What follows belongs to an exercise in optimizing a design on an open flow for small area and a short achievable clock period; a production flow would make more cautious choices.
RTL that was checked went through simulation tests only; none was proved equivalent to the original.
Power and IR drop assume default switching activity.

## arm7_execute
module arm7_execute (
	input             clk,
	input      [31:0] instr_i,   
	input      [31:0] rn_i,      
	input      [31:0] rd_i,      
	input      [31:0] rs_i,      
	input      [31:0] rm_i,      
	input      [31:0] pc_i,      
	input      [3:0]  nzcv_i,    
	output     [31:0] result_o,
	output     [3:0]  nzcv_o,
	output reg        wb_o,
	output reg        exec_o
);
wire is_dp, is_mul, is_ls, is_br;
inst_decode InstructionDecoder(
	.ir(instr_i), .is_dp(is_dp), .is_mul(is_mul), .is_ls(is_ls), .is_br(is_br));
wire [3:0] op = is_dp ? instr_i[24:21] : (is_ls & ~instr_i[23]) ? 4'd2 : 4'd4;
reg arith, inv1, inv2, sub, wb, zero1, sel_ms, sel_mc;
reg [1:0] cmode;    
always @* begin
	arith = 1'b0; inv1 = 1'b0; inv2 = 1'b0; sub = 1'b0; wb = 1'b1;
	zero1 = 1'b0; sel_ms = 1'b0; sel_mc = 1'b0; cmode = 2'd0;
	case (op)
		4'd0:  sel_mc = 1'b1;                                         
		4'd1:  sel_ms = 1'b1;                                         
		4'd2:  begin arith = 1'b1; inv2 = 1'b1; sub = 1'b1; cmode = 2'd1; end  
		4'd3:  begin arith = 1'b1; inv1 = 1'b1; sub = 1'b1; cmode = 2'd1; end  
		4'd4:  arith = 1'b1;                                          
		4'd5:  begin arith = 1'b1; cmode = 2'd2; end                  
		4'd6:  begin arith = 1'b1; inv2 = 1'b1; sub = 1'b1; cmode = 2'd2; end  
		4'd7:  begin arith = 1'b1; inv1 = 1'b1; sub = 1'b1; cmode = 2'd2; end  
		4'd8:  begin sel_mc = 1'b1; wb = 1'b0; end                    
		4'd9:  begin sel_ms = 1'b1; wb = 1'b0; end                    
		4'd10: begin arith = 1'b1; inv2 = 1'b1; sub = 1'b1; cmode = 2'd1; wb = 1'b0; end  
		4'd11: begin arith = 1'b1; wb = 1'b0; end                     
		4'd12: begin sel_ms = 1'b1; sel_mc = 1'b1; end                
		4'd13: begin sel_ms = 1'b1; zero1 = 1'b1; end                 
		4'd14: begin sel_mc = 1'b1; inv2 = 1'b1; end                  
		default: begin sel_ms = 1'b1; zero1 = 1'b1; inv2 = 1'b1; end  
	endcase
end
wire [31:0] op1_raw = is_mul ? (instr_i[21] ? rd_i : 32'd0) :
                      is_br  ? (pc_i - 32'd4) : rn_i;
  ...
Settings: LEC_CHECK=0, CAP_MARGIN=20, CORE_MARGIN=2, CORE_UTILIZATION=40, SLEW_MARGIN=20, TNS_END_PERCENT=5; clock period 13.0 ns.
standard.sh (not shown) runs the stock make flow with config.mk's settings and CLKGATE_MAP_FILE= SYNTH_SCRIPT=/design/flow/synth_recipe.tcl, a recipe that flattens the netlist after the stock synthesis.
==> flow/flow/run.sh <==
#!/bin/bash
set -euo pipefail
MARGIN=$(cat flow/margin)
bash standard.sh SETUP_SLACK_MARGIN=$MARGIN \
  "BUFFER_PORTS_ARGS=-buffer_cell sky130_fd_sc_hd__buf_2" finish > flow_standard.log 2>&1
==> flow/flow/margin <==
8
Rerun with:
TNS_END_PERCENT = 0   (was 5)
Result: Final area goes down by a few percent. Core utilization came out lower by 1.8 points. Via count is lower by a few percent.
No run of this note included a check of the RTL's function; only the layout flow was run.


== run 1 ==
arm7_execute, a different RTL version from the one above (not shown whole).
Size in the first run: roughly 3000 cells after synthesis, ~240 I/O pins, about 0.025 sq mm of cells after synthesis.
==> flow/config.mk <==
export PLATFORM = sky130hd
export DESIGN_NAME = arm7_execute
export DESIGN_NICKNAME = arm7_execute
export VERILOG_FILES = /design/flow/design.v
export SDC_FILE = /design/flow/constraint.sdc
export NUM_CORES = 4
export LEC_CHECK = 0
export CAP_MARGIN = 20
export CORE_MARGIN = 2
export CORE_UTILIZATION = 40
export SLEW_MARGIN = 20
export TNS_END_PERCENT = 5
==> flow/constraint.sdc <==
create_clock -name core_clock -period 13.0 [get_ports {clk}]
set_input_delay 2.6000 -clock core_clock [delete_from_list [all_inputs] [get_ports {clk}]]
set_output_delay 2.6000 -clock core_clock [all_outputs]
set_load 0.01 [all_outputs]
Scripts as last shown in full above: flow/flow/run.sh, flow/flow/margin
Both conditions hold for run 1: the flow ran to the end and the final layout passed the timing, design-rule and antenna checks.
Modified inputs, run 2 compared to run 1
# run 1
export LEC_CHECK = 0
export CAP_MARGIN = 20
export CORE_MARGIN = 2
export CORE_UTILIZATION = 40
export SLEW_MARGIN = 20
export TNS_END_PERCENT = 5
create_clock -name core_clock -period 13.0 [get_ports {clk}]
# run 2
export LEC_CHECK = 0
export CAP_MARGIN = 5
export CORE_MARGIN = 2
export CORE_UTILIZATION = 40
export SLEW_MARGIN = 5
export TNS_END_PERCENT = 0
create_clock -name core_clock -period 13.0 [get_ports {clk}]
## What came out
- On total global-route track usage, run 1 and run 2 are basically level.
- Of run 1 and run 2, run 1 shows the lower time the final worst path needs with I/O delays and setup, with run 2 above it.
- Higher relative area change from synthesis to final layout was reported by run 1, not run 2.
- In the reports for run 1 and run 2, the smaller peak supply drop belongs to run 1.
- On final clock period utilization by the worst path: run 2 sits above run 1.
- When the final numbers for run 1 and run 2 were put side by side, the power share of the clock group turned out to be greater in run 2.
- Lower met2 track utilization from global routing goes to run 1 over run 2.
Changes in run 3 relative to run 2:
# run 2
export LEC_CHECK = 0
export CAP_MARGIN = 5
export CORE_MARGIN = 2
export CORE_UTILIZATION = 40
export SLEW_MARGIN = 5
export TNS_END_PERCENT = 0
create_clock -name core_clock -period 13.0 [get_ports {clk}]
# run 3
export LEC_CHECK = 0
export CAP_MARGIN = 20
export CORE_MARGIN = 2
export CORE_UTILIZATION = 40
export SLEW_MARGIN = 20
export TNS_END_PERCENT = 0
create_clock -name core_clock -period 13.0 [get_ports {clk}]
==> flow/flow/margin <==
7.3
## What came out
- Every stage of the flow completed for run 3, and the final layout passed the timing, design-rule and antenna checks.
- In the reports for run 3 and run 2, the larger sequential cell area belongs to run 3.
- Compared with run 2, run 3 shows average wire per standard cell that has gone down slightly.
- Run 2 → run 3: internal power lower; detailed route wirelength on metal2 saw a decrease.
- Compared run 2 against run 3; total cell area at the placement stage within noise.
- The share of cell area taken by flip-flops and latches on run 3 is in line with that on run 2.
- Buffer and inverter count on the worst path: run 3 and run 2 compared, higher one is run 3
- The flop-to-flop setup slack of run 3 is lower than that of run 2.
The following lists how run 4 was set up differently from run 3:
# run 3
export LEC_CHECK = 0
export CAP_MARGIN = 20
export CORE_MARGIN = 2
export CORE_UTILIZATION = 40
export SLEW_MARGIN = 20
export TNS_END_PERCENT = 0
create_clock -name core_clock -period 13.0 [get_ports {clk}]
# run 4
export LEC_CHECK = 0
export CAP_MARGIN = 20
export CORE_MARGIN = 2
export CORE_UTILIZATION = 55
export SLEW_MARGIN = 20
export TNS_END_PERCENT = 0
create_clock -name core_clock -period 13.0 [get_ports {clk}]
==> flow/flow/margin <==
8
[summary]
met5 as the highest routing layer actually used was reported by run 4, and met4 by run 3. In summary, run 4 completed successfully, with a layout that passed the timing, design-rule and antenna checks. NOTE cell depth of the worst setup path run 3->run 4 decreased by a few percent. From run 4 to run 3, count of max-cap constraint violations did not move at all. Relative to run 3, the proportion of power drawn by the clock network of run 4 is lower by 0.4 points. Run comparison: run 4 worst setup path startpoint s2_q[0]$_DFF_P_; run 3 worst setup path startpoint s4_q[0]$_DFF_P_. Comparing run 3 and run 4, the lower final core area utilization is on run 3. Per the comparison of run 4 with run 3, multi-input gate count shows no meaningful change, number of global-route vias before repair shows no meaningful change, met2 global-route usage shows an increase of 11 points. Going from run 3 to run 4, detailed-router iteration count before antenna repair grows by 2.


arm7_execute, a different RTL version from the one above (not shown whole).
For scale: about 3200 cells after synthesis, ~240 I/O pins, about 0.026 sq mm of cells after synthesis.
make LEC_CHECK=0 CAP_MARGIN=20 CORE_MARGIN=2 CORE_UTILIZATION=40 SETUP_SLACK_MARGIN=5 SLEW_MARGIN=20 finish   # period 13.0 ns
run.sh (not shown) runs the stock make flow with config.mk's settings and CLKGATE_MAP_FILE= SYNTH_SCRIPT=/design/flow/synth_recipe.tcl, a recipe that flattens the netlist after the stock synthesis.
Stock flow here: none of the scripts above is used.
The first run went through all stages and came out clean.
==> next run, changes <==
SETUP_SLACK_MARGIN = default   (was 5)
What happened: The new run completed without violations; maximum frequency came out lower by 12%; total power barely changes; setup slack gets worse by 1.1 ns.
Function was not checked in any run of this note: the RTL went through the layout flow alone.


arm7_execute, a different RTL version from the one above (not shown whole).
Size: about 200 flip-flops, about 0.025 sq mm of cells after synthesis.
clock: 13.0 ns
lec_check: 0
cap_margin: 20
core_margin: 2
core_utilization: 40
slew_margin: 20
standard.sh (not shown) runs the stock make flow with config.mk's settings and CLKGATE_MAP_FILE= SYNTH_SCRIPT=/design/flow/synth_recipe.tcl, a recipe that flattens the netlist after the stock synthesis.
==> flow/flow/run.sh <==
#!/bin/bash
set -euo pipefail
MARGIN=$(cat flow/margin)
bash standard.sh SETUP_SLACK_MARGIN=$MARGIN finish > flow_standard.log 2>&1
==> flow/flow/margin <==
10
The first run completed without violations.
Then changed:
==> flow/flow/margin (replaced) <==
8
Effect: Utilization came out lower by 5.1 points; routed wire length came out lower by 5.4%; first-iteration DRC count came out lower by about 8%; sequential power came out lower by 2.7%; count of clock-buffer cells in the layout does not change; power came out lower by about 4.5%; register-to-register slack improves by 150 ps; setup slack improves by 150 ps; via count came out lower by 3.4%.


RTL: one of the versions met above, not the one the previous note started from.
For scale: about 3000 cells after synthesis, ~210 flip-flops, roughly 240 I/O pins, about 25000 um^2 of cells after synthesis.
==> flow/config.mk <==
export PLATFORM = sky130hd
export DESIGN_NAME = arm7_execute
export DESIGN_NICKNAME = arm7_execute
export VERILOG_FILES = /design/flow/design.v
export SDC_FILE = /design/flow/constraint.sdc
export NUM_CORES = 4
export LEC_CHECK = 0
export CAP_MARGIN = 20
export CORE_MARGIN = 2
export CORE_UTILIZATION = 40
export SLEW_MARGIN = 20
export TNS_END_PERCENT = 0
==> flow/constraint.sdc <==
create_clock -name core_clock -period 13.0 [get_ports {clk}]
set_input_delay 2.6000 -clock core_clock [delete_from_list [all_inputs] [get_ports {clk}]]
set_output_delay 2.6000 -clock core_clock [all_outputs]
set_load 0.01 [all_outputs]
==> flow/flow/run.sh <==
#!/bin/bash
set -euo pipefail
MARGIN=$(cat flow/margin)
bash standard.sh SETUP_SLACK_MARGIN=$MARGIN \
  "BUFFER_PORTS_ARGS=-buffer_cell sky130_fd_sc_hd__buf_2" finish > flow_standard.log 2>&1
==> flow/flow/margin <==
9
The baseline completed with no timing, DRC or antenna violations.
Rerun with:
==> flow/flow/margin (replaced) <==
8
What happened:
- cell area does not change
- clock-buffer cell count stays the same
- synthesized cell count is unchanged
- sequential share of layout area stays the same
- power stays the same
- routed wire length does not change
- utilization is unchanged
- final cell count is unchanged

## afterwards: timing with drivers on the ports
The results above use ideal ports. As a check the final layouts listed here were re-extracted and re-timed, cells and wires unchanged. Step 1: set_driving_cell puts a clkbuf_16 on clk and a buf_2 on each other input, an assumption about the parent block. Step 2 moves the port delays by t, midway between the first and last clock arrival at a register: inputs arrive t later, outputs are due t later. That takes back most of the time a late clock gives input paths. a / b / c = no drivers / after step 1 / after step 2; a / b = the first two.
run | t (ns) | setup WS [ns] | worst register clock-pin slew, ns | worst data-port slew with drivers (ns)
the first run of note 1 | 0.555 | 7.127 / 7.127 / 6.655 | 0.11 / 0.11 | 0.14
the second run of note 1 | 0.563 | 6.963 / 6.963 / 6.449 | 0.09 / 0.09 | 0.11
run 1 | 0.604 | 7.397 / 7.397 / 6.919 | 0.06 / 0.06 | 0.14
run 2 | 0.601 | 7.305 / 7.305 / 6.762 | 0.06 / 0.06 | 0.07
run 3 | 0.613 | 7.276 / 7.276 / 6.732 | 0.07 / 0.07 | 0.06
run 4 | 0.608 | 7.254 / 7.254 / 6.676 | 0.07 / 0.07 | 0.14
the first run of note 3 | 0.550 | 4.911 / 4.930 / 4.379 | 0.10 / 0.10 | 0.08
the second run of note 3 | 0.556 | 3.791 / 3.832 / 3.276 | 0.10 / 0.10 | 0.08
the first run of note 4 | 0.557 | 6.686 / 6.686 / 6.686 | 0.09 / 0.09 | 0.12
the second run of note 4 | 0.558 | 6.835 / 6.835 / 6.785 | 0.09 / 0.09 | 0.06
the first run of note 5 | 0.603 | 7.312 / 7.312 / 6.777 | 0.06 / 0.06 | 0.07
the second run of note 5 | 0.603 | 7.312 / 7.312 / 6.777 | 0.06 / 0.06 | 0.07
After both steps setup and hold are still met in every run listed. For run 4, which loses most, drivers alone change the setup slack by 0.000 ns; drivers and shift together by -0.578 ns.
